Source: an optimization exercise on an open RTL-to-GDS flow (aim: small area). Production flows keep margins and buffers that such runs may drop. Function was checked by simulation only, so behaviour that the tests miss may differ from the original.

==> flow/design.v, too long to show whole: its modules and the start of the top module <==
// module rv_regf: 28 lines
// module rv_muldiv: 103 lines
// module rv_mul33: 1956 lines
// module rv_lzc32: 16 lines
// module rv_fpu: 315 lines
// module rv_add: 16 lines
// module rv_inc: 15 lines
// module rv_cneg: 13 lines
// module rv_pcadd: 10 lines
// module rv_alu: 88 lines
// module rv_core: 634 lines
module rv_core #(parameter Nregs = 16,
                 parameter debug = 0,
                 parameter fpuen = 1 ) (
  input  logic clk,
  input  logic xreset,
  output u32_t i_adr,	 
  input  u32_t i_dr,	 
  output logic i_re,	 
  input  logic i_rdy,	 
  output u32_t d_adr,	 
  input  u32_t d_dr,	 
  output logic d_re,	 
  output u32_t d_dw,	 
  output u4_t  d_we,	 
  input  logic d_rdy,	 
  input  logic d_be,	 
  input  logic irq   
  );
  // ...
==> flow/run.sh <==
#!/bin/bash
# synth_recipe.tcl (not shown) runs the flow's synth.tcl, then flattens the netlist and writes it again
# the make line also repeats each setting of config.mk as NAME=value (left out here)
make -C /OpenROAD-flow-scripts/flow DESIGN_CONFIG=/design/flow/config.mk WORK_HOME=/design/flow/orfs CLKGATE_MAP_FILE= SYNTH_SCRIPT=/design/flow/synth_recipe.tcl finish
==> flow/config.mk <==
export PLATFORM = sky130hd
export DESIGN_NAME = rv_core
export DESIGN_NICKNAME = rv_core
export VERILOG_FILES = /design/flow/design.v
export SDC_FILE = /design/flow/constraint.sdc
export NUM_CORES = 8
export LEC_CHECK = 0
export ABC_AREA = 1
export CAP_MARGIN = 20
export CORE_MARGIN = 2
export CORE_UTILIZATION = 45
export SLEW_MARGIN = 20
==> flow/constraint.sdc <==
create_clock -name core_clock -period 36.0 [get_ports {clk}]
set_input_delay 7.2000 -clock core_clock [delete_from_list [all_inputs] [get_ports {clk}]]
set_output_delay 7.2000 -clock core_clock [all_outputs]
set_load 0.01 [all_outputs]
==> results.json, run 1 <==
{
  "outcome": "no timing/DRC/antenna violations",
  "drc_errors": 0,
  "drv_cap": 0,
  "clock_cell_area_share_pct": 4.03,
  "grt_setup_unrepaired": "yes",
  "die-height_um": 546,
  "synth.net_count": 17521,
  "rr_endpoint": "u_rv_alu.u_rv_muldiv.rwdat[31]",
  "met2_use_gr_pct": 54.7,
  "finalNonFillerCells": 20012,
  "synthFlopType": "edfxtp_1",
  "drt_iter0_markers": 21336,
  "critPathRequiredTime_ns": 28.80,
  "setup_total_negative_slack_ns": 0,
  "ff2ff_setup_slack_ns": 1.12,
  "synth_top_family_by_area": "compound AO/OA/AOI/OAI gates",
  "clock.fmax_mhz": 28.3,
  "post-cts-setup-buffers": 1,
  "num-multi-input-gates": 11533,
  "max_slew_margin_pct": 8.28,
  "global_route_wire_length_before_repair_um": 889000,
  "clk_path_buf_depth": 4,
  "dpl-instance-area_um2": 139000,
  "hold_violation_total_from_the_final_report": 0,
  "cts-root-buf": "clkbuf_16"
}
==> run 2, diff against run 1 <==
==> flow/flow/run.sh (new file) <==
#!/bin/bash
set -uo pipefail
W=$(pwd)
R=orfs/results/${FLOW_PLATFORM}/rv_core/base
M=orfs_mine/results/${FLOW_PLATFORM}/rv_core/base

echo "== reference synthesis"
bash standard.sh synth > log_synth_reference.txt 2>&1 || { echo "reference synthesis failed"; exit 1; }

echo "== area-oriented synthesis"
rm -rf myscripts orfs_mine
cp -r "$FLOW_HOME/scripts" myscripts
cp flow/abc.script myscripts/abc_area.script
sed -e "s#WORK_HOME=[^ ]*#WORK_HOME=$W/orfs_mine SCRIPTS_DIR=$W/myscripts ABC_AREA=1#" standard.sh > mine_synth.sh
use_mine=0
if bash mine_synth.sh synth > log_synth_area.txt 2>&1; then
  if python3 flow/regcheck.py "$R/1_2_yosys.v" "$M/1_2_yosys.v" > log_regcheck.txt 2>&1; then
    use_mine=1
  fi
fi
echo "use area-oriented netlist: $use_mine"
if [[ $use_mine == 1 ]]; then
  cp "$M/1_2_yosys.v" "$R/1_2_yosys.v"
fi

echo "== layout"
bash standard.sh finish > log_layout.txt 2>&1 || { echo "layout failed"; tail -20 log_layout.txt; exit 1; }
ls -la out/
==> flow/flow/abc.script (new file) <==
strash
dch -f
amap
strash
dch -f
amap
topo
stime -c
buffer -c
upsize -c
dnsize -c
==> flow/flow/regcheck.py (new file) <==
#!/usr/bin/env python3
"""Exit 0 if two flat netlists hold the same registers: same instance names, same cell family."""
import re, sys
SEQ = re.compile(r'^sky130_fd_sc_hd__(e?dfx|df[rsb]|sdf|sedf|dl[xrc]|sdl|lpflow_inputiso)')
def regs(fn):
    out = {}
    for m in re.finditer(r'^\s*(sky130_fd_sc_hd__\w+)\s+(\S+)\s*\(', open(fn).read(), re.M):
        if SEQ.match(m.group(1)):
            out[m.group(2).lstrip('\\')] = re.sub(r'_\d+$', '', m.group(1))
    return out
a, b = regs(sys.argv[1]), regs(sys.argv[2])
diff = sorted(k for k in set(a) | set(b) if a.get(k) != b.get(k))
print(f"reference {len(a)} registers, area netlist {len(b)}, differing {len(diff)}")
for k in diff[:20]:
    print(" ", k, a.get(k), b.get(k))
sys.exit(0 if a and not diff else 1)
==> flow/standard.sh (new file) <==
#!/bin/bash
# synth_recipe.tcl (not shown) runs the flow's synth.tcl, then flattens the netlist and writes it again
# the make line also repeats each setting of config.mk as NAME=value (left out here)
make -C /OpenROAD-flow-scripts/flow DESIGN_CONFIG=/design/flow/config.mk WORK_HOME=/design/flow/orfs CLKGATE_MAP_FILE= SYNTH_SCRIPT=/design/flow/synth_recipe.tcl "${@:-finish}"
removed: flow/run.sh
==> run 2 against run 1 <==
Synthesized cell count decreased by 14%. Via count is 1.2% lower. Design area down 3.5%. Critical path depth fell by 5. Still clean. Utilization is 0.68 points higher. Critical path type unchanged.
==> results.json, run 2 <==
{
  "outcome": "no timing/DRC/antenna violations",
  "die-height_um": 534,
  "global_route.overflow_total": 0,
  "synth-warning-count": 18,
  "ff2ff_setup_slack_ns": 1.25,
  "placement_rows": 194,
  "drive_gt1_share_pct": 11.5,
  "grt_setup_unrepaired": "no",
  "drt_iter0_markers": 24420,
  "hold_violation_total_from_the_final_report": 0,
  "route.antenna.remaining_nets": 0,
  "mostFrequentLayoutCell": "nor2_1",
  "cts.clk_slew.worst_paths_ns": 0.06,
  "drc_errors": 0,
  "clock.fmax_mhz": 28.1,
  "design.die.area_um2": 285000,
  "post-route-period-util_pct": 98.8,
  "grt_util_all_layers_pct": 45.9,
  "fillCellCount": 25930,
  "grt_antenna_before_repair": 74,
  "worst_setup_path_start_kind": "flop",
  "worst_skew_pair.late_latency_ns": 0.94,
  "clock-sinks": 1582,
  "layout.nets": 15065,
  "syn_inst": 13926,
  "timing.critical_path.arrival_ns": 28.35,
  "whs_ns": 0.419,
  "finalNonFillerCells": 17639,
  "clk_path_buf_depth": 4,
  "cts_tree": "built",
  "post-place-cells": 17217,
  "area_delta_synth_final_pct": 11.0,
  "detailedPlacementHpwl_um": 484000,
  "crit_path_top_delay_cell": "fa_1",
  "gp_congestion": 1.08,
  "criticalPathCategory": "flop to output port",
  "design.core.area_um2": 279000,
  "min-delay-path-class": "flop to flop",
  "tritoncts.num_buffers": 189,
  "portBuffers": 170,
  "final.setup_skew_ns": 0.0866,
  "slowest_cell_delay_on_critical_path_ns": 0.42,
  "critical_path.most_common_cell": "fa_2",
  "final_setup_violation_count": 0,
  "route.final.wire_length_um": 681000,
  "grt_start_max_net_pins": 174,
  "timing.critical_path.buf_inv": 3,
  "worstSetupEndpointType": "output port",
  "design.portCount": 172,
  "synth.net_count": 15300,
  "drv_cap": 0,
  "timing.critical_path.from": "alu[5]",
  "critPathRequiredTime_ns": 28.80,
  "avgSynthCellArea_um2": 9.07,
  "avgViaCountPerCell": 7.25,
  "htree_num_levels": 4,
  "worst_pin_slew_ns": 1.39,
  "crit_path_leading_delay_family": "adder cells",
  "finalCriticalPeriod_ns": 35.55,
  "global_route_wire_length_before_repair_um": 931000,
  "report.final.slew_viol_count": 0,
  "first_global_vias": 116785,
  "commonest_cells_after_routing_fill_and_taps_aside": "nor2_1, o22ai_1, inv_1, edfxtp_1, o21ai_0",
  "max_slew_margin_pct": 7.39,
  "cp_max_fo": 3,
  "vias": 127837,
  "dr.pass1.iters": 13,
  "floorplan.initialDensity_pct": 45.2,
  "post_synth_instance_area_um2": 126000,
  "floorplan.die.width_um": 534,
  "largest_register_ffs": 480,
  "wl_per_cell_um": 38.6,
  "cts-root-buf": "clkbuf_16",
  "min-delay-start": "mmd1[0][2]",
  "cts.hold.buffers_added": 0,
  "critical_path.reg2reg.startpoint": "u_rv_alu.u_rv_muldiv.QB[0]"
}
## run 2: metal layers
layer	part of all wire [%]	global-route usage, %
met5	0.090	0.383
met1	38	61.5
met3	16	19.8
met2	39	60.8
met4	7.4	27.2
## run 2: cell type report
class / count / area, um^2 / area share, %
antenna: 66 / 165 / 0.118
timing repair buffer: 806 / 6570 / 4.69
multi-input combinational: 9688 / 73300 / 52.3
clock buffer: 243 / 5110 / 3.64
tap: 3724 / 4660 / 3.33
inverter: 1424 / 5370 / 3.83
clock inverter: 106 / 1160 / 0.829
sequential: 1582 / 43800 / 31.2
## run 2: repair_timing
action	in CTS	in global routing
buffers inserted	1	1
setup endpoints to repair	12	12
hold endpoints to repair	0	0
pin swaps	9	10
resized for setup	49	51
## run 2: worst paths after layout
path	end	cells past startpoint
setup reg to reg	u_rv_alu.u_rv_muldiv.rwdat[31]	107
hold reg to reg	mmd1[1][2]	0
setup / recovery	i_adr[31]	88
hold / removal	mmd1[1][2]	0
## run 2: metrics by stage
stage          instance area (um^2)  setup WS, ns  TNS, ns  util, %
4_1_cts                      140000        -0.218   -0.259     50.0
5_1_grt                      140000        0.0200        0     50.1
2_1_floorplan                126000         0.231        0        -
6_report                     140000         0.448        0     50.2
3_5_place_dp                 133000        -0.912    -4.21     47.8
3_3_place_gp                 133000         -1.01    -4.26     47.7

static timing again, ports no longer ideal:
No port has a modelled driver above. Below, the same layouts with a new extraction and two added sets of constraints. Step 1 sets driving cells, clkbuf_16 on the clock port and buf_2 on the other inputs (assumed; they add their load-dependent delay and slew). Step 2 adds t to the input delays and takes it off the output delays; t is the mean of the earliest and latest rising clock arrival at the registers after step 1. Input paths then give back, and output paths get back, about the clock's delay inside the block. a / b / c = ideal / step 1 / step 2; a / b = the first two.
run | t, ns | setup slack, ns | worst setup path after step 2 | slew at the worst register clock pin (ns) | pins driven straight from the clock port
run 1 | 0.993 | 0.685 / 0.572 / 1.121 | register to register | 0.07 / 0.07 | 1
run 2 | 1.002 | 0.448 / 0.342 / 1.250 | register to register | 0.07 / 0.07 | 1
After both steps every run listed still meets setup and hold.
